What follows belongs to an exercise in optimizing a design on an open flow for small area, a short achievable clock period and few clock cycles; a production flow would make more cautious choices. Only simulation tests tie the RTL to the original design; equivalence was not proved. Power figures rest on the tool's default switching activity, not on a simulated workload.

### config.mk
export PLATFORM = sky130hd
export DESIGN_NAME = minicpu
export DESIGN_NICKNAME = minicpu
export VERILOG_FILES = /design/flow/design.v
export SDC_FILE = /design/flow/constraint.sdc
export NUM_CORES = 8
export LEC_CHECK = 0
export ABC_AREA = 1
export CAP_MARGIN = 20
export CORE_MARGIN = 2
export CORE_UTILIZATION = 45
export SLEW_MARGIN = 20
export SYNTH_HIERARCHICAL = 1
export TNS_END_PERCENT = 100
### constraint.sdc
create_clock -name core_clock -period 12.0 [get_ports {clk}]
set_input_delay 2.4000 -clock core_clock [delete_from_list [all_inputs] [get_ports {clk}]]
set_output_delay 2.4000 -clock core_clock [all_outputs]
set_load 0.01 [all_outputs]
### design.v
module gen_regs (
    input         clk,
    input         reset,
    input         wen,           
    input  [ 4:0] waddr,
    input  [31:0] wdata,
    input  [ 4:0] raddr1,
    input  [ 4:0] raddr2,
    input         byp1,
    input         byp2,
    input  [31:0] bdata,
    output [31:0] rdata1,
    output [31:0] rdata2
);
  reg  [31:0] regs [1:31];
  reg  [31:1] valid;
  wire [31:0] wr  = {32{wen}} & (32'd1 << waddr);
  wire [31:0] rv  = {valid, 1'b0} & ~wr;        
  wire [31:0] sel1 = rv & (32'd1 << raddr1);
  wire [31:0] sel2 = rv & (32'd1 << raddr2);
  genvar i, b, g;
  generate
    for (i = 1; i < 32; i = i + 1) begin : g_reg
      always @(posedge clk) begin
        if (wr[i]) regs[i] <= wdata;
      end
      always @(posedge clk or posedge reset) begin
        if (reset) valid[i] <= 1'b0;
        else if (wr[i]) valid[i] <= 1'b1;
      end
    end
    for (b = 0; b < 32; b = b + 1) begin : g_bit
      wire [10:0] n1, n2;
      for (g = 0; g < 10; g = g + 1) begin : g_grp
        rf_aoi3 u1 (
            .s  (sel1[3*g+3:3*g+1]),
            .d  ({regs[3*g+3][b], regs[3*g+2][b], regs[3*g+1][b]}),
            .y_n(n1[g])
        );
        rf_aoi3 u2 (
            .s  (sel2[3*g+3:3*g+1]),
            .d  ({regs[3*g+3][b], regs[3*g+2][b], regs[3*g+1][b]}),
            .y_n(n2[g])
        );
      end
      assign n1[10] = ~(sel1[31] & regs[31][b]);
      assign n2[10] = ~(sel2[31] & regs[31][b]);
      rf_tree t1 (.n(n1), .byp(byp1), .bd(bdata[b]), .y(rdata1[b]));
      rf_tree t2 (.n(n2), .byp(byp2), .bd(bdata[b]), .y(rdata2[b]));
    end
  endgenerate
endmodule
module rf_aoi3 (
    input  [2:0] s,
    input  [2:0] d,
    output       y_n
);
  assign y_n = ~((s[0] & d[0]) | (s[1] & d[1]) | (s[2] & d[2]));
endmodule
module rf_tree (
    input  [10:0] n,
    input         byp,
    input         bd,
    output        y
);
  wire a, b, c, d, e, bw, f, g, h;
  rf_nand2 u_a (.a(n[0]), .b(n[1]), .y(a));
  rf_nand2 u_b (.a(n[2]), .b(n[3]), .y(b));
  rf_nand2 u_c (.a(n[4]), .b(n[5]), .y(c));
  rf_nand2 u_d (.a(n[6]), .b(n[7]), .y(d));
  rf_nand3 u_e (.a(n[8]), .b(n[9]), .c(n[10]), .y(e));
  rf_and2  u_w (.a(byp),  .b(bd),   .y(bw));
  rf_nor2  u_f (.a(a), .b(b),  .y(f));
  rf_nor2  u_g (.a(c), .b(d),  .y(g));
  rf_nor2  u_h (.a(e), .b(bw), .y(h));
  rf_nand3 u_y (.a(f), .b(g), .c(h), .y(y));
endmodule
module rf_nand2 (input a, input b, output y);
  assign y = ~(a & b);
endmodule
module rf_nand3 (input a, input b, input c, output y);
  assign y = ~(a & b & c);
endmodule
module rf_nor2 (input a, input b, output y);
  assign y = ~(a | b);
endmodule
module rf_and2 (input a, input b, output y);
  assign y = a & b;
endmodule
module alu (
    input  [31:0] a,
    input  [31:0] b,
    input         cin,
    input         sra,
    input  [ 8:0] sel,
    output [31:0] result
);
  wire [32:0] sum = {1'b0, a} + {1'b0, b} + {32'b0, cin};
  wire        ltu = ~sum[32];
  wire        lt  = (a[31] ^ ~b[31]) ? a[31] : sum[31];
  function [31:0] reverse;
    input [31:0] in;
    integer k;
    for (k = 0; k < 32; k = k + 1) reverse[k] = in[31-k];
  endfunction
  wire        left  = sel[1];
  wire [31:0] shin  = left ? reverse(a) : a;
  wire [32:0] shext = {sra & shin[31], shin};
  wire [32:0] shres = $signed(shext) >>> b[4:0];
  wire [31:0] shr   = shres[31:0];
  assign result = ({32{sel[0]}} & sum[31:0])
                | ({32{sel[1]}} & reverse(shr))
                | {31'b0, sel[2] & lt}
                | {31'b0, sel[3] & ltu}
                | ({32{sel[4]}} & (a ^ b))
                | ({32{sel[5]}} & shr)
                | ({32{sel[6]}} & (a | b))
                | ({32{sel[7]}} & (a & b))
                | ({32{sel[8]}} & b);
endmodule
module brcmp (
    input  [31:0] a,
    input  [31:0] b,
    output [ 1:0] lt,
    output [ 1:0] gt
);
  wire [31:0] l0 = ~a & b;
  wire [31:0] g0 = a & ~b;
  wire [15:0] l1, g1;
  wire [ 7:0] l2, g2;
  wire [ 3:0] l3, g3;
  genvar i;
  generate
    for (i = 0; i < 16; i = i + 1) begin : g_1
      assign l1[i] = l0[2*i+1] | (~g0[2*i+1] & l0[2*i]);
      assign g1[i] = g0[2*i+1] | (~l0[2*i+1] & g0[2*i]);
    end
    for (i = 0; i < 8; i = i + 1) begin : g_2
      assign l2[i] = l1[2*i+1] | (~g1[2*i+1] & l1[2*i]);
      assign g2[i] = g1[2*i+1] | (~l1[2*i+1] & g1[2*i]);
    end
    for (i = 0; i < 4; i = i + 1) begin : g_3
      assign l3[i] = l2[2*i+1] | (~g2[2*i+1] & l2[2*i]);
      assign g3[i] = g2[2*i+1] | (~l2[2*i+1] & g2[2*i]);
    end
    for (i = 0; i < 2; i = i + 1) begin : g_4
      assign lt[i] = l3[2*i+1] | (~g3[2*i+1] & l3[2*i]);
      assign gt[i] = g3[2*i+1] | (~l3[2*i+1] & g3[2*i]);
    end
  endgenerate
endmodule
module brcond (
    input  [1:0] lt,
    input  [1:0] gt,
    input        jump,
    input        branch,
    input        blt,
    input        neg,
    output       taken
);
  wire l  = lt[1] | (~gt[1] & lt[0]);
  wire g  = gt[1] | (~lt[1] & gt[0]);
  wire eq = ~l & ~g;
  assign taken = jump | (branch & ((blt ? l : eq) ^ neg));
endmodule
module cpu (
    input         clk,
    input         reset,
    output [31:0] imem_addr,
    input  [31:0] imem_instr,
    output [31:0] dmem_addr,
    output [31:0] dmem_writeData,
    output        dmem_memWrite,
    output [ 1:0] dmem_maskMode,
    output        dmem_sext,
    input  [31:0] dmem_readData
);
  reg  [31:0] x_pc4;     
  reg  [31:0] x_tgt;     
  reg  [31:0] x_addr;    
  reg  [31:0] x_b;       
  reg  [ 4:0] x_rd;
  reg         x_we;      
  reg         x_st;
  reg         x_ld;
  reg         x_jal;
  reg         x_br;
  reg         x_blt;     
  reg         x_bneg;    
  reg  [ 1:0] x_clt;     
  reg  [ 1:0] x_cgt;
  reg         x_jalr;    
  reg  [ 1:0] x_mask;    
  reg         x_sext;
  reg         x_cin;     
  reg         x_sra;
  reg  [ 8:0] x_op;      
  reg  [ 1:0] x_rsel;    
  wire [31:0] alu_res;
  alu u_alu (
      .a     (x_addr),
      .b     (x_b),
      .cin   (x_cin),
      .sra   (x_sra),
      .sel   (x_op),
      .result(alu_res)
  );
  wire x_take;           
  brcond u_brcond (
      .lt    (x_clt),
      .gt    (x_cgt),
      .jump  (x_jal),
      .branch(x_br),
      .blt   (x_blt),
      .neg   (x_bneg),
      .taken (x_take)
  );
  wire x_seq = ~x_take & ~x_jalr;    
  wire [31:0] npc = ({32{x_seq}} & x_pc4) | ({32{x_take}} & x_tgt) | ({32{x_jalr}} & x_addr);
  wire [31:0] wdata = alu_res | ({32{x_rsel[0]}} & x_tgt) | ({32{x_rsel[1]}} & x_pc4) |
                      ({32{x_ld}} & dmem_readData);
  assign imem_addr      = npc;
  assign dmem_addr      = x_addr;
  assign dmem_writeData = x_b;
  assign dmem_memWrite  = x_st;
  assign dmem_maskMode  = x_mask;
  assign dmem_sext      = x_sext;
  wire [31:0] ins = imem_instr;
  wire [ 4:0] op  = ins[6:2];
  wire [ 2:0] f3  = ins[14:12];
  wire [ 4:0] rs1 = ins[19:15];
  wire [ 4:0] rs2 = ins[24:20];
  wire [ 4:0] rd  = ins[11:7];
  wire is_lui   = (op == 5'b01101);
  wire is_auipc = (op == 5'b00101);
  wire is_jal   = (op == 5'b11011);
  wire is_jalr  = (op == 5'b11001);
  wire is_br    = (op == 5'b11000);
  wire is_ld    = (op == 5'b00000);
  wire is_st    = (op == 5'b01000);
  wire is_alui  = (op == 5'b00100);
  wire is_alur  = (op == 5'b01100);
  wire [31:0] imm_i = {{20{ins[31]}}, ins[31:20]};
  wire [31:0] imm_s = {{20{ins[31]}}, ins[31:25], ins[11:7]};
  wire [31:0] imm_b = {{19{ins[31]}}, ins[31], ins[7], ins[30:25], ins[11:8], 1'b0};
  wire [31:0] imm_u = {ins[31:12], 12'b0};
  wire [31:0] imm_j = {{11{ins[31]}}, ins[31], ins[19:12], ins[20], ins[30:21], 1'b0};
  wire writes = is_lui | is_auipc | is_jal | is_jalr | is_ld | is_alui | is_alur;
  wire [31:0] rs1v, rs2v;    
  gen_regs u_regs (
      .clk   (clk),
      .reset (reset),
      .wen   (x_we),
      .waddr (x_rd),
      .wdata (wdata),
      .raddr1(rs1),
      .raddr2(rs2),
      .byp1  (x_we && x_rd == rs1),
      .byp2  (x_we && x_rd == rs2),
      .bdata (wdata),
      .rdata1(rs1v),
      .rdata2(rs2v)
  );
  wire [1:0] d_clt, d_cgt;
  brcmp u_brcmp (
      .a ({rs1v[31] ^ ~f3[1], rs1v[30:0]}),
      .b ({rs2v[31] ^ ~f3[1], rs2v[30:0]}),
      .lt(d_clt),
      .gt(d_cgt)
  );
  wire d_neg = (is_alur & ins[30] & (f3 == 3'b000)) | ((is_alui | is_alur) & (f3[2:1] == 2'b01));
  wire [31:0] d_addr = rs1v + (is_st ? imm_s : (is_ld | is_jalr) ? imm_i : 32'h0);
  wire [31:0] d_tgt  = npc + (is_jal ? imm_j : is_br ? imm_b : imm_u);
  wire [31:0] d_pc4  = npc + 32'd4;
  always @(posedge clk) begin
    x_tgt  <= d_tgt;
    x_addr <= d_addr;
    x_b    <= ((is_alur | is_st) ? rs2v : (is_lui ? imm_u : imm_i)) ^ {32{d_neg}};
    x_rd   <= rd;
    x_blt  <= f3[2];
    x_bneg <= f3[0];
    x_clt  <= d_clt;
    x_cgt  <= d_cgt;
    x_ld   <= is_ld;
    x_mask <= f3[1:0];
    x_sext <= ~f3[2];
    x_cin  <= d_neg;
    x_sra  <= ins[30];
    x_op   <= {is_lui, {8{is_alui | is_alur}} & (8'd1 << f3)};
    x_rsel <= {is_jal | is_jalr, is_auipc};
  end
  always @(posedge clk or posedge reset) begin
    if (reset) begin
      x_pc4  <= 32'h0;
      x_we   <= 1'b0;
      x_st   <= 1'b0;
      x_jal  <= 1'b0;
      x_br   <= 1'b0;
      x_jalr <= 1'b0;
    end else begin
      x_pc4  <= d_pc4;
      x_we   <= writes & (rd != 5'd0);
      x_st   <= is_st;
      x_jal  <= is_jal;
      x_br   <= is_br;
      x_jalr <= is_jalr;
    end
  end
endmodule
module minicpu (
    input         clk,
    input         reset,
    output [31:0] imem_addr,
    input  [31:0] imem_instr,
    output [31:0] dmem_addr,
    output [31:0] dmem_writeData,
    output        dmem_memWrite,
    output [ 1:0] dmem_maskMode,
    output        dmem_sext,
    input  [31:0] dmem_readData
);
  cpu u_cpu (
      .clk           (clk),
      .reset         (reset),
      .imem_addr     (imem_addr),
      .imem_instr    (imem_instr),
      .dmem_addr     (dmem_addr),
      .dmem_writeData(dmem_writeData),
      .dmem_memWrite (dmem_memWrite),
      .dmem_maskMode (dmem_maskMode),
      .dmem_sext     (dmem_sext),
      .dmem_readData (dmem_readData)
  );
endmodule
### flow/run.sh
#!/bin/bash
set -euo pipefail
bash standard.sh \
  SYNTH_SCRIPT="$PWD/flow/synth.tcl" \
  ADDER_MAP_FILE= \
  BUFFER_PORTS_ARGS="-buffer_cell sky130_fd_sc_hd__buf_2" \
  SETUP_SLACK_MARGIN=7 \
  finish > layout.log 2>&1
test -s out/final.def
### flow/synth.tcl
# The standard synthesis script (synth_recipe.tcl) with one change: abc maps
# module rf_aoi3 (the and-or-invert cells of the register file's read ports)
# with ORFS's speed script, which maps it to one a222oi cell, and the other
# modules with the script the flow chose (ABC_AREA). Registers and their names
# are those of the standard synthesis.
proc synth {args} { yosys synth -nofsm -noshare {*}$args }
proc abc {args} {
  set i [lsearch -exact $args -script]
  set speed [lreplace $args $i [expr {$i + 1}] -script $::env(SCRIPTS_DIR)/abc_speed.script]
  yosys abc {*}$speed rf_aoi3
  yosys abc {*}$args {*}[lsearch -all -inline -not -exact [yosys tee -q -s result.string select -list-mod *] rf_aoi3]
}
source $::env(SCRIPTS_DIR)/synth.tcl
# left out here: clear keep_hierarchy, flatten, clean up, hide names made inside functions, write 1_2_yosys.v
### standard.sh
#!/bin/bash
# synth_recipe.tcl (not shown) runs the flow's synth.tcl, then flattens the netlist and writes it again
# the make line also repeats each setting of config.mk as NAME=value (left out here)
make -C /OpenROAD-flow-scripts/flow DESIGN_CONFIG=/design/flow/config.mk WORK_HOME=/design/flow/orfs CLKGATE_MAP_FILE= SYNTH_SCRIPT=/design/flow/synth_recipe.tcl "${@:-finish}"
==> results.json, run 1 <==
{
  "powerDensity_nw_per_um2": 157,
  "clock_sinks": 1183,
  "tightest_slew_ns": 1.02,
  "grt_pass1_wl_um": 400000,
  "fp-row-count": 134,
  "synth_edf_count": 992,
  "synthArstFlopShare_pct": 5.75,
  "peakVddDrop_mv": 0.147,
  "finClkSkew_ns": 0.0744,
  "avgSynthCellArea_um2": 9.70,
  "p_switching_mw": 3.76,
  "synth_nets": 6288,
  "synth_top_area_cell": "edfxtp_1",
  "ant_nets": 0,
  "wire_per_inst_um": 34.6,
  "viasPerCell": 6.61,
  "grt_pass1_vias": 51732,
  "port_buffers": 163,
  "io_pins": 166,
  "slowest_delay_ns": 0.36,
  "power.internal_mw": 7.67,
  "drive_above_1_share_pct": 20.1,
  "grt.total_usage_pct": 42.0,
  "antenna_found_initial": 20,
  "rrSetupSlack_ns": 7.08,
  "hold_violations": 0,
  "crit_chain": "nor2_2 -> nand2_1 -> nand2_2 -> nand2_1 -> nand2_1 -> nand3_2 -> nand2_4 -> buf_12 -> nor2_4 -> buf_12 -> buf_4 -> a21oi_4 -> inv_2 -> buf_6",
  "fill_cells": 11828,
  "worstPathRequired_ns": 9.60,
  "fp.dieW_um": 370,
  "ys_warn_count": 10,
  "p_sw_share_pct": 32.9,
  "cp_max_fo": 5,
  "synth_common_cells": "nand2_1, edfxtp_1, nand3_1",
  "final.period_utilization_pct": 42.2,
  "cts_tree": "yes",
  "fmax_mhz": 197,
  "clk_latency_ns": 0.79,
  "path_clk_slew_ns": 0.06,
  "slew_violations": 0,
  "cts_made_buffers": 130,
  "min_from": "u_cpu.u_regs.valid[28]",
  "nNetsFinal": 6765,
  "synth-seq-cells": 1183,
  "yosysTopAreaCellShare_pct": 49.4,
  "synth_most_common_cell": "nand2_1",
  "num_vias": 56672,
  "finalWirelength_um": 296000,
  "outcome": "timing/DRC/antenna clean",
  "start_util_pct": 45.3,
  "cts_buffer_depth": 3,
  "timing.hold.ws_ns": 0.526,
  "ys.flop_type": "edfxtp_1",
  "die_area_um2": 137000,
  "setup_viol": 0,
  "setup.worst_path.start": "u_cpu.x_cgt[1]",
  "yosysUniqueCellTypes": 63,
  "timing.rr.start": "u_cpu.x_addr[13]",
  "cp_common_cell": "nand2_1",
  "slew_headroom_pct": 31.8,
  "critPathKind": "flop to output port",
  "power.static_leakage_nw": 30.5,
  "drv_cap": 0,
  "rsz0062_at_grt": "yes",
  "yosysSeqAreaShare_pct": 56.3,
  "endpoint_kind": "output port",
  "grt_max_degree": 66,
  "cts_max_level": 4,
  "core_um2": 133000,
  "cp-start-kind": "flop",
  "synth_cells": 6222,
  "postCtsHoldBufs": 0,
  "drc": 0,
  "drt_iter0_drc": 11928,
  "synth_area_um2": 60400,
  "combPwrFrac_pct": 23.4,
  "dieHeight_um": 370,
  "overflow": 0,
  "drt_first_pass_iters": 13,
  "fin_crit_ns": 5.07,
  "area_delta_synth_final_pct": 20.8,
  "cp.arrival_ns": 2.67,
  "gp_congestion": 1.03,
  "synthTopCellsByArea": "edfxtp_1, a222oi_1, nand2_1",
  "hold_path.class": "flop to flop",
  "crit_slowest_cell": "dfxtp_4",
  "setup_tns_ns": 0,
  "power_frac_clock_pct": 34.1,
  "cts-root-buf": "clkbuf_16",
  "dp_hpwl_um": 195000,
  "pwr-share-seq_pct": 42.5
}
-- registers in the layout, indices dropped and copies added (netlist names), 2 cells and up --
signal and count:
u_cpu.u_regs.regs 992, u_cpu.u_regs.valid 31, u_cpu.x_addr 32, u_cpu.x_b 32, u_cpu.x_cgt 2, u_cpu.x_clt 2, u_cpu.x_mask 2, u_cpu.x_op 9
u_cpu.x_pc4 32, u_cpu.x_rd 5, u_cpu.x_rsel 2, u_cpu.x_tgt 32
-- per-stage QoR --
step	setup slack (ns)	power (mW)	utilization (%)	area (um^2)	std cells
global route	6.87	11.8	54.7	72900	8570
global placement	4.94	7.03	48.3	64400	8177
CTS	6.93	11.2	53.3	71000	8488
detailed placement	4.89	7.04	48.3	64400	8177
finish	6.93	11.4	54.7	72900	8575
floorplan	6.97	6.11	-	60800	6222
-- modules after synthesis, one instance, submodules excluded, excerpt --
module,area (um^2),flops+latches,times used
brcmp,973,0,1
rf_nor2,3.75,0,192
cpu,11400,160,1
rf_nand2,3.75,0,256
rf_nand3,5.00,0,128
rf_aoi3,10.0,0,640
brcond,73.8,0,1
gen_regs,32500,1023,1
-- cell families (layout without fill, tap and decap cells) --
group                  Yosys count  after routing  share of synthesized area, %
AND/OR/NAND/NOR               3222           3225                          23.0
flip-flops                    1183           1183                          56.3
AO/OA/AOI/OAI                 1007           1007                          14.4
buffers and inverters          708           1281                          4.87
XOR/XNOR                       102            102                          1.52
other                            0              9                             0
-- final timing paths --
| path | to | cells past startpoint |
|---|---|---|
| max | imem_addr[4] | 14 |
| min | u_cpu.u_regs.valid[28] | 2 |
| max reg2reg | u_cpu.x_addr[28] | 28 |
| min reg2reg | u_cpu.u_regs.valid[28] | 2 |
| max in group asynchronous | u_cpu.x_pc4[5] | 3 |
| min in group asynchronous | u_cpu.u_regs.valid[31] | 2 |
-- repair_timing --
action	4_1_cts	5_1_grt
resized for setup	442	294
cloned	4	4
pin swaps	52	138
setup buffers	76	73
setup endpoints to repair	99	86
-- critical path: cells and delay by family, from the launching register on --
kind,cells,cell delay (ns)
buffers and inverters,5,0.67
and+or+nand+nor,8,0.61
DFF,1,0.36
AOI/OAI and AO/OA,1,0.24
-- routing by layer --
| layer | vias to the layer above | routed length (um) | GRT usage [%] |
|---|---|---|---|
| met2 | 4110 | 128000 | 61.8 |
| met4 | 0 | 21900 | 26.7 |
| li1 | 24215 | - | - |
| met3 | 708 | 37200 | 11.2 |
| met5 | - | 0 | 0 |
| met1 | 27639 | 109000 | 54.9 |
-- layout make-up --
type                       count  area (um^2)  area share [%]
antenna                        9         22.5          0.0309
clock buffer                 166         3510            4.82
clock inverter                65          644           0.884
inverter                     560         2170            2.97
multi-input combinational   4334        26400            36.2
sequential                  1183        34000            46.6
tap                         1768         2210            3.03
timing repair buffer         489         4000            5.48
timing repair inverter         1         7.51          0.0103
-- placed cells by master (no fill, tap or decap), types with 11 or more instances in the layout --
cell type  synthesis  routed
a21oi_1          142     131
a21oi_2           17      23
a221oi_1          27      21
a222oi_1         640     640
buf_12             0      18
buf_2             43     124
buf_4             11     266
buf_6             23      60
buf_8              0      14
clkbuf_1          58      27
clkbuf_16          0     136
clkinv_1           4      28
clkinv_2           0      18
dfrtp_1           68      67
dfxtp_1          123     109
dfxtp_2            0      12
edfxtp_1         992     992
inv_1            512     481
inv_2             40      56
nand2_1         1680    1625
nand2_2           47      94
nand2_4            9      16
nand3_1          661     558
nand3_2            8      70
nand3_4            1      43
nand3b_1          12      12
nand4_1          114     114
nor2_1           586     342
nor2_2            42     128
nor2_4            11     170
nor3_1            25      25
o211ai_1          26      26
o21ai_0           76      72
o21ai_1           11      12
o22ai_1           11      11
o31ai_1           11      11
xnor2_1           29      26
xor2_1            70      70
-- power groups by stage --
stage	combinational (mW)	sequential, mW	clock, mW
3_3_place_gp	2.12	4.91	0
6_report	2.67	4.86	3.90
5_1_grt	2.80	4.86	4.09
2_1_floorplan	1.25	4.85	0
4_1_cts	2.40	4.84	3.92
3_5_place_dp	2.12	4.92	0
Testbench counts, summed over its fixed seeds: cycles 18,749.
==> run 2: changes to the inputs <==
--- a/config.mk
+++ b/config.mk
@@ -11,2 +11,4 @@
 export CORE_UTILIZATION = 45
+export CTS_CLUSTER_DIAMETER = 60
+export CTS_CLUSTER_SIZE = 20
 export SLEW_MARGIN = 20
==> results.json, run 2 <==
{
  "yosysSeqAreaShare_pct": 56.3,
  "timing.hold.ws_ns": 0.530,
  "synth_common_cells": "nand2_1, edfxtp_1, nand3_1",
  "p_switching_mw": 3.78,
  "dieHeight_um": 370,
  "grt.total_usage_pct": 41.8,
  "io_pins": 166,
  "peakVddDrop_mv": 0.167,
  "pre_cts_ws_ns": 4.89,
  "r2r_end": "u_cpu.x_addr[27]",
  "cp_max_fo": 8,
  "cp_common_cell": "nand2_1",
  "postCtsHoldBufs": 0,
  "antenna_found_initial": 21,
  "yosysTopAreaCellShare_pct": 49.4,
  "num_vias": 56508,
  "power.internal_mw": 7.21,
  "fin_crit_ns": 5.08,
  "drc": 0,
  "drt_first_pass_iters": 13,
  "cts_buffer_depth": 3,
  "clk_latency_ns": 0.78,
  "fp-row-count": 134,
  "nNetsFinal": 6737,
  "wire_per_inst_um": 34.7,
  "cts_made_buffers": 99,
  "hold_violations": 0,
  "start_util_pct": 45.3,
  "fmax_mhz": 197,
  "crit_cells": 16,
  "synth-seq-cells": 1183,
  "rsz0062_at_grt": "yes",
  "critPathKind": "flop to output port",
  "rrSetupSlack_ns": 7.13,
  "power_mw": 11.0,
  "worstPathRequired_ns": 9.60,
  "mostFrequentLayoutCells": "nand2_1, edfxtp_1, a222oi_1",
  "grt_max_degree": 66,
  "final_cells": 8532,
  "ys_warn_count": 10,
  "setup_tns_ns": 0,
  "drive_above_1_share_pct": 20.1,
  "port_buffers": 163,
  "setup.worst_path.start": "u_cpu.x_cgt[1]",
  "combPwrFrac_pct": 24.3,
  "fp.dieW_um": 370,
  "overflow": 0,
  "synthArstFlopShare_pct": 5.75,
  "avgSynthCellArea_um2": 9.70,
  "slew_headroom_pct": 30.5,
  "slowest_delay_ns": 0.38,
  "gp_congestion": 1.03,
  "drv_cap": 0,
  "synth_area_um2": 60400,
  "p_sw_share_pct": 34.4,
  "layout_commonest_cell": "nand2_1",
  "yosysUniqueCellTypes": 63,
  "slew_violations": 0,
  "ys.flop_type": "edfxtp_1",
  "cts_max_level": 3,
  "hold_path.class": "flop to flop",
  "finClkSkew_ns": 0.0813,
  "fin_util_pct": 54.3,
  "power.static_leakage_nw": 30.1,
  "die_area_um2": 137000,
  "synth_most_common_cell": "nand2_1",
  "crit_chain": "inv_2 -> nand2_1 -> nand2_1 -> nand2_2 -> nand2_1 -> nand2_1 -> nand3_2 -> nand2_4 -> buf_12 -> clkinvlp_4 -> nand2_8 -> buf_12 -> nor2_4 -> nor2_4 -> inv_2 -> buf_6",
  "cp.arrival_ns": 2.68,
  "tightest_slew_ns": 1.04,
  "synth_nets": 6288,
  "largest_reg_flops": 992,
  "drt_iter0_drc": 11626,
  "final.period_utilization_pct": 42.3,
  "setup_slack_ns": 6.92,
  "dp_hpwl_um": 195000,
  "cts-root-buf": "clkbuf_16",
  "placed_cells": 8177,
  "ant_nets": 0,
  "grt_pass1_wl_um": 399000,
  "critPathTopFamily": "simple AND/OR/NAND/NOR gates",
  "dpl_cell_area_um2": 64400,
  "clock_sinks": 1183,
  "area_delta_synth_final_pct": 19.8,
  "endpoint_kind": "output port",
  "grt_pass1_vias": 51568,
  "timing.rr.start": "u_cpu.x_b[0]",
  "cp-start-kind": "flop",
  "setup_viol": 0,
  "pwr-share-seq_pct": 44.2,
  "viasPerCell": 6.62,
  "synth_cells": 6222,
  "synthTopCellsByArea": "edfxtp_1, a222oi_1, nand2_1",
  "cts_tree": "yes",
  "final_area_um2": 72300,
  "power_frac_clock_pct": 31.6,
  "finalWirelength_um": 296000,
  "core_um2": 133000,
  "largest-register": "u_cpu.u_regs.regs",
  "crit_buf_inv": 6,
  "outcome": "timing/DRC/antenna clean",
  "synth_edf_count": 992,
  "powerDensity_nw_per_um2": 152,
  "path_clk_slew_ns": 0.07,
  "synth_top_area_cell": "edfxtp_1",
  "crit_slowest_cell": "dfxtp_4",
  "rr_worst_depth": 26,
  "crit_end": "imem_addr[13]"
}
## run 2: layout make-up
cell class	instances	area, um^2
antenna	12	30.0
clock buffer	107	2540
clock inverter	75	923
fill	11877	61000
inverter	560	2170
multi-input combinational	4334	26400
sequential	1183	34000
tap	1768	2210
timing repair buffer	492	4080
timing repair inverter	1	7.51
## run 2: cells by family after synthesis
logic type      Yosys count  synth area share (%)
simple gates           3222                  23.0
flops                  1183                  56.3
xor+xnor                102                  1.52
compound gates         1007                  14.4
buf+inv                 708                  4.87
## run 2: power by group through the flow
stage | combinational, mW | sequential [mW] | clock [mW]
final | 2.67 | 4.85 | 3.47
after global routing | 2.80 | 4.85 | 3.64
after CTS | 2.39 | 4.83 | 3.49
after detailed placement | 2.12 | 4.92 | 0
after global placement | 2.12 | 4.91 | 0
after floorplan | 1.25 | 4.85 | 0
## run 2: worst min-delay path by stage
stage / startpoint / to / slack (ns) / cells after the start
2_1_floorplan: u_cpu.x_tgt[0] / u_cpu.x_tgt[0] / 0.48 / 2
3_3_place_gp: u_cpu.u_regs.valid[28] / u_cpu.u_regs.valid[28] / 0.51 / 2
3_5_place_dp: u_cpu.u_regs.valid[28] / u_cpu.u_regs.valid[28] / 0.51 / 2
4_1_cts: u_cpu.u_regs.valid[28] / u_cpu.u_regs.valid[28] / 0.53 / 2
5_1_grt: u_cpu.u_regs.valid[28] / u_cpu.u_regs.valid[28] / 0.56 / 2
6_report: u_cpu.u_regs.valid[28] / u_cpu.u_regs.valid[28] / 0.53 / 2
## run 2: metal layers
| metal | GRT usage [%] | routed length, um | up-vias |
|---|---|---|---|
| li1 | - | - | 24164 |
| met1 | 54.7 | 109000 | 27448 |
| met2 | 61.3 | 126000 | 4185 |
| met3 | 10.3 | 37400 | 705 |
| met4 | 27.9 | 22800 | 6 |
| met5 | 0 | 46 | - |
## run 2: worst min-delay path, stage by stage, from the launching register on
cell and delay [ns]:
dfrtp_1 0.33, nand2_1 0.10, nand2_1 0.07
## run 2: what timing repair did
action | in CTS | in global routing
gates resized for setup | 448 | 320
buffers inserted | 73 | 80
hold endpoints to repair | 0 | 0
cloned | 5 | 2
setup endpoints to repair | 99 | 89
pin swaps | 55 | 178
## run 2: modules after synthesis, one instance, submodules excluded, excerpt
| module | copies in the design | cells inside |
|---|---|---|
| alu | 1 | 1315 |
| brcmp | 1 | 236 |
| brcond | 1 | 17 |
| cpu | 1 | 1860 |
| gen_regs | 1 | 1450 |
| rf_and2 | 64 | 2 |
| rf_aoi3 | 640 | 1 |
| rf_nand2 | 256 | 1 |
| rf_nand3 | 128 | 1 |
| rf_nor2 | 192 | 1 |
==> run 3: changes to the inputs <==
--- a/design.v
+++ b/design.v
@@ -154,7 +154,5 @@
     input  [1:0] gt,
-    input        jump,
-    input        branch,
     input        blt,
     input        neg,
-    output       taken
+    output       cond
 );
@@ -163,3 +161,3 @@
   wire eq = ~l & ~g;
-  assign taken = jump | (branch & ((blt ? l : eq) ^ neg));
+  assign cond = (blt ? l : eq) ^ neg;
 endmodule
@@ -177,2 +175,8 @@
 );
+  reg  [31:0] f_ins;     
+  reg  [31:0] f_pc4;     
+  reg  [31:0] f_tgt;     
+  reg         f_pt;      
+  reg         f_v;       
+  reg  [31:0] f_next;    
   reg  [31:0] x_pc4;     
@@ -185,9 +189,2 @@
   reg         x_ld;
-  reg         x_jal;
-  reg         x_br;
-  reg         x_blt;     
-  reg         x_bneg;    
-  reg  [ 1:0] x_clt;     
-  reg  [ 1:0] x_cgt;
-  reg         x_jalr;    
   reg  [ 1:0] x_mask;    
@@ -198,2 +195,32 @@
   reg  [ 1:0] x_rsel;    
+  reg         r_pred;
+  reg         r_tgt;
+  reg         r_pc4;
+  reg         r_jalr;
+  assign imem_addr = ({32{r_pred}} & f_next) | ({32{r_tgt}}  & x_tgt) |
+                     ({32{r_pc4}}  & x_pc4) | ({32{r_jalr}} & x_addr);
+  wire [31:0] fi     = imem_instr;
+  wire        fi_jal = (fi[6:2] == 5'b11011);
+  wire        fi_br  = (fi[6:2] == 5'b11000);
+  wire [31:0] fi_imm = fi_jal ? {{11{fi[31]}}, fi[31], fi[19:12], fi[20], fi[30:21], 1'b0} :
+                       fi_br  ? {{19{fi[31]}}, fi[31], fi[7], fi[30:25], fi[11:8], 1'b0} :
+                                {fi[31:12], 12'b0};
+  wire [31:0] fi_tgt = imem_addr + fi_imm;
+  wire [31:0] fi_pc4 = imem_addr + 32'd4;
+  wire        fi_pt  = fi_jal | (fi_br & fi[31]);
+  always @(posedge clk) begin
+    f_ins <= fi;
+    f_tgt <= fi_tgt;
+    f_pc4 <= fi_pc4;
+    f_pt  <= fi_pt;
+  end
+  always @(posedge clk or posedge reset) begin
+    if (reset) begin
+      f_next <= 32'h0;
+      f_v    <= 1'b0;
+    end else begin
+      f_next <= fi_pt ? fi_tgt : fi_pc4;
+      f_v    <= 1'b1;
+    end
+  end
   wire [31:0] alu_res;
@@ -207,17 +234,4 @@
   );
-  wire x_take;           
-  brcond u_brcond (
-      .lt    (x_clt),
-      .gt    (x_cgt),
-      .jump  (x_jal),
-      .branch(x_br),
-      .blt   (x_blt),
-      .neg   (x_bneg),
-      .taken (x_take)
-  );
-  wire x_seq = ~x_take & ~x_jalr;    
-  wire [31:0] npc = ({32{x_seq}} & x_pc4) | ({32{x_take}} & x_tgt) | ({32{x_jalr}} & x_addr);
   wire [31:0] wdata = alu_res | ({32{x_rsel[0]}} & x_tgt) | ({32{x_rsel[1]}} & x_pc4) |
                       ({32{x_ld}} & dmem_readData);
-  assign imem_addr      = npc;
   assign dmem_addr      = x_addr;
@@ -227,3 +241,3 @@
   assign dmem_sext      = x_sext;
-  wire [31:0] ins = imem_instr;
+  wire [31:0] ins = f_ins;
   wire [ 4:0] op  = ins[6:2];
@@ -233,2 +247,3 @@
   wire [ 4:0] rd  = ins[11:7];
+  wire d_v = f_v & r_pred;
   wire is_lui   = (op == 5'b01101);
@@ -244,5 +259,3 @@
   wire [31:0] imm_s = {{20{ins[31]}}, ins[31:25], ins[11:7]};
-  wire [31:0] imm_b = {{19{ins[31]}}, ins[31], ins[7], ins[30:25], ins[11:8], 1'b0};
   wire [31:0] imm_u = {ins[31:12], 12'b0};
-  wire [31:0] imm_j = {{11{ins[31]}}, ins[31], ins[19:12], ins[20], ins[30:21], 1'b0};
   wire writes = is_lui | is_auipc | is_jal | is_jalr | is_ld | is_alui | is_alur;
@@ -270,8 +283,20 @@
   );
+  wire d_cond;
+  brcond u_brcond (
+      .lt  (d_clt),
+      .gt  (d_cgt),
+      .blt (f3[2]),
+      .neg (f3[0]),
+      .cond(d_cond)
+  );
+  wire d_br  = d_v & is_br;
+  wire d_rt  = d_br & ~f_pt & d_cond;
+  wire d_rp  = d_br & f_pt & ~d_cond;
+  wire d_rj  = d_v & is_jalr;
+  wire d_rn  = ~(d_br & (f_pt ^ d_cond)) & ~d_rj;
   wire d_neg = (is_alur & ins[30] & (f3 == 3'b000)) | ((is_alui | is_alur) & (f3[2:1] == 2'b01));
   wire [31:0] d_addr = rs1v + (is_st ? imm_s : (is_ld | is_jalr) ? imm_i : 32'h0);
-  wire [31:0] d_tgt  = npc + (is_jal ? imm_j : is_br ? imm_b : imm_u);
-  wire [31:0] d_pc4  = npc + 32'd4;
   always @(posedge clk) begin
-    x_tgt  <= d_tgt;
+    x_pc4  <= f_pc4;
+    x_tgt  <= f_tgt;
     x_addr <= d_addr;
@@ -279,6 +304,2 @@
     x_rd   <= rd;
-    x_blt  <= f3[2];
-    x_bneg <= f3[0];
-    x_clt  <= d_clt;
-    x_cgt  <= d_cgt;
     x_ld   <= is_ld;
@@ -293,15 +314,15 @@
     if (reset) begin
-      x_pc4  <= 32'h0;
       x_we   <= 1'b0;
       x_st   <= 1'b0;
-      x_jal  <= 1'b0;
-      x_br   <= 1'b0;
-      x_jalr <= 1'b0;
+      r_pred <= 1'b1;
+      r_tgt  <= 1'b0;
+      r_pc4  <= 1'b0;
+      r_jalr <= 1'b0;
     end else begin
-      x_pc4  <= d_pc4;
-      x_we   <= writes & (rd != 5'd0);
-      x_st   <= is_st;
-      x_jal  <= is_jal;
-      x_br   <= is_br;
-      x_jalr <= is_jalr;
+      x_we   <= d_v & writes & (rd != 5'd0);
+      x_st   <= d_v & is_st;
+      r_pred <= d_rn;
+      r_tgt  <= d_rt;
+      r_pc4  <= d_rp;
+      r_jalr <= d_rj;
     end
--- a/flow/run.sh
+++ b/flow/run.sh
@@ -6,3 +6,3 @@
   BUFFER_PORTS_ARGS="-buffer_cell sky130_fd_sc_hd__buf_2" \
-  SETUP_SLACK_MARGIN=7 \
+  SETUP_SLACK_MARGIN=7.5 \
   finish > layout.log 2>&1
==> results.json, run 3 <==
{
  "r2r_end": "u_cpu.r_pred",
  "grt_max_degree": 66,
  "finClkSkew_ns": 0.0477,
  "min_from": "u_cpu.f_tgt[28]",
  "synth_area_um2": 63900,
  "synth_most_common_cell": "nand2_1",
  "grt_busiest_layer": "met2",
  "cp_common_cell": "nand2_1",
  "drc": 0,
  "synth_top_area_cell": "edfxtp_1",
  "hold_path_end": "u_cpu.x_tgt[28]",
  "wire_per_inst_um": 34.3,
  "slowest_delay_ns": 0.41,
  "min_path_cells": 0,
  "met1_usage_pct": 51.8,
  "synth_common_cells": "nand2_1, edfxtp_1, nand3_1",
  "drv_cap": 0,
  "rrSetupSlack_ns": 7.32,
  "layout_commonest_cell": "nand2_1",
  "synth_edf_count": 992,
  "peakVddDrop_mv": 0.122,
  "setup_viol": 0,
  "area_delta_synth_final_pct": 20.1,
  "ys_warn_count": 10,
  "p_sw_share_pct": 32.0,
  "grt_util_met3_pct": 12.8,
  "dpl_cell_area_um2": 67700,
  "gp_congestion": 1.04,
  "finalWirelength_um": 308000,
  "power_frac_clock_pct": 32.3,
  "cp-start-kind": "flop",
  "core_um2": 141000,
  "worstPathRequired_ns": 12.65,
  "synthArstFlopShare_pct": 5.36,
  "start_util_pct": 45.2,
  "nNetsFinal": 7085,
  "final_cells": 8997,
  "io_pins": 166,
  "timing.rr.start": "u_cpu.x_op[1]",
  "power.internal_mw": 7.88,
  "yosysSeqAreaShare_pct": 57.0,
  "drive_above_1_share_pct": 21.9,
  "ant_nets": 0,
  "dp_hpwl_um": 194000,
  "power.static_leakage_nw": 32.1,
  "path_clk_slew_ns": 0.08,
  "final_area_um2": 76700,
  "rsz0062_at_grt": "yes",
  "mostFrequentLayoutCells": "nand2_1, edfxtp_1, a222oi_1",
  "placed_cells": 8603,
  "timing.hold.ws_ns": 0.323,
  "setup_tns_ns": 0,
  "cts_made_buffers": 100,
  "final.period_utilization_pct": 39.0,
  "cts_tree": "yes",
  "synth_nets": 6604,
  "combPwrFrac_pct": 21.0,
  "cts-root-buf": "clkbuf_16",
  "synth-seq-cells": 1305,
  "postCtsHoldBufs": 0,
  "rr_worst_depth": 36,
  "largest-register": "u_cpu.u_regs.regs",
  "antenna_found_initial": 15,
  "yosysTopAreaCellShare_pct": 46.6,
  "synth_cells": 6538,
  "hold_violations": 0,
  "endpoint_kind": "flop",
  "slew_headroom_pct": 29.6,
  "drt_iter0_drc": 11979,
  "fp-row-count": 138,
  "clk_latency_ns": 0.77,
  "dieHeight_um": 381,
  "cts_max_level": 3,
  "hold_path.class": "flop to flop",
  "overflow": 0,
  "synthTopCellsByArea": "edfxtp_1, nand2_1, a222oi_1",
  "pwr-share-seq_pct": 46.7,
  "fill_cells": 12653,
  "p_switching_mw": 3.70,
  "num_vias": 59235,
  "fp.dieW_um": 381,
  "tightest_slew_ns": 1.06,
  "cts_buffer_depth": 3,
  "grt.total_usage_pct": 40.5,
  "clock_sinks": 1305,
  "fmax_mhz": 213,
  "cp_max_fo": 36,
  "ys.flop_type": "edfxtp_1",
  "yosysUniqueCellTypes": 65,
  "fin_crit_ns": 4.68,
  "port_buffers": 163,
  "drt_first_pass_iters": 10,
  "die_area_um2": 145000,
  "grt_pass1_wl_um": 412000,
  "grt_pass1_vias": 53856,
  "crit_slowest_cell": "dfxtp_4",
  "use_met2_pct": 59.0,
  "critPathKind": "flop to flop",
  "slew_violations": 0,
  "largest_reg_flops": 992,
  "avgSynthCellArea_um2": 9.77,
  "outcome": "timing/DRC/antenna clean",
  "powerDensity_nw_per_um2": 151,
  "viasPerCell": 6.58,
  "cp.arrival_ns": 5.34
}
## run 3: cell count changes in the layout (fill, tap and decap cells not counted), moves of 24 or more
cell,delta
buf_2,+24
nand3_2,+53
a21oi_1,-32
nor2_4,-52
buf_6,-40
dfxtp_1,+73
dfxtp_4,+33
nand3_1,-32
nor2_2,+31
buf_4,+34
xor2_1,-29
nand2_1,+84
## run 3: power groups by stage
stage,clock network (mW),registers [mW],logic (mW)
after floorplan,0,5.40,1.19
after global placement,0,5.47,1.94
after detailed placement,0,5.48,1.95
after CTS,3.76,5.39,2.16
after global routing,3.92,5.42,2.56
final,3.74,5.41,2.43
## run 3: critical path: cells and delay by family (launching register included)
kind / cells / cell delay, ns
AND/OR/NAND/NOR: 27 / 2.95
AO/OA/AOI/OAI: 3 / 0.42
buffers and inverters: 6 / 0.75
flip-flops: 1 / 0.41
## run 3: what timing repair did
action	4_1_cts	5_1_grt
gates resized for setup	570	302
pin swaps	72	67
endpoints found under the setup margin	102	64
buffers inserted	94	84
cloned	19	7
## run 3: cell type report
cell class                 instances  area [um^2]  share of cell area [%]
sequential                      1305        36600                    47.7
multi-input combinational       4512        27400                    35.8
timing repair buffer             523         4420                    5.76
clock buffer                     106         2550                    3.32
tap                             1890         2360                    3.08
inverter                         576         2240                    2.92
clock inverter                    79         1110                    1.45
antenna                            5         12.5                  0.0163
timing repair inverter             1         7.51                 0.00979
## run 3: kinds of logic (layout without fill, tap and decap cells)
logic type	count (synthesis)	in the layout	share of synthesized area [%]
XOR/XNOR	91	91	1.32
AND/OR/NAND/NOR	3416	3423	23.5
other	1	6	0.00587
flip-flops	1305	1305	57.0
buffers and inverters	728	1285	4.82
AO/OA/AOI/OAI	997	997	13.4
## run 3: metrics by stage
stage,util (%),power (mW),setup slack (ns)
floorplan,-,6.60,7.28
global placement,47.9,7.41,5.69
detailed placement,47.9,7.43,5.69
CTS,52.9,11.3,7.42
global route,54.3,11.9,7.15
finish,54.3,11.6,7.32
## run 3: modules after synthesis, one instance, submodules excluded, a selection
module    copies in the design  cells
gen_regs                     1   1450
cpu                          1   2180
alu                          1   1315
brcmp                        1    236
brcond                       1     13
rf_aoi3                    640      1
rf_and2                     64      2
rf_nand3                   128      1
rf_nand2                   256      1
rf_nor2                    192      1
## run 3: worst max-delay path by stage
stage / from / to / slack, ns
floorplan: dmem_readData[20] / u_cpu.r_pred / 7.28
CTS: u_cpu.x_addr[7] / u_cpu.r_pred / 7.42
global placement: dmem_readData[5] / u_cpu.r_pred / 5.69
finish: u_cpu.x_op[1] / u_cpu.r_pred / 7.32
detailed placement: dmem_readData[5] / u_cpu.r_pred / 5.69
global route: u_cpu.x_op[1] / u_cpu.r_pred / 7.15
## run 3: metal layers
layer  wire [um]  vias to the layer above
met5         116                        -
met4       23900                       16
met3       43200                      792
met2      129000                     4441
met1      112000                    28792
li1            -                    25194
Testbench counts of run 3, summed over its fixed seeds: cycles 19,837.

[re-timing with driven ports]
In the flow no input, the clock included, has a driving cell. The finished layouts below were timed again as built, in two steps. Step 1 sets driving cells, clkbuf_16 on the clock port and buf_2 on the other inputs (assumed; they add their load-dependent delay and slew). Step 2 moves the port delays by t, midway between the first and last clock arrival at a register: inputs arrive t later, outputs are due t later. That takes back most of the time a late clock gives input paths. Slacks: no drivers / after step 1 / after step 2; pairs: no drivers / after step 1.
run | t, ns | setup WS [ns] | latest minus earliest clock arrival (ns) | pins driven straight from the clock port
run 1 | 0.840 | 6.931 / 6.848 / 6.108 | 0.074 / 0.074 | 1
run 2 | 0.824 | 6.919 / 6.833 / 6.144 | 0.082 / 0.082 | 1
run 3 | 0.831 | 7.316 / 7.316 / 6.583 | 0.048 / 0.048 | 1
After both steps setup and hold are still met in every run listed. For run 1, which loses most, drivers alone change the setup slack by -0.083 ns; drivers and shift together by -0.823 ns.
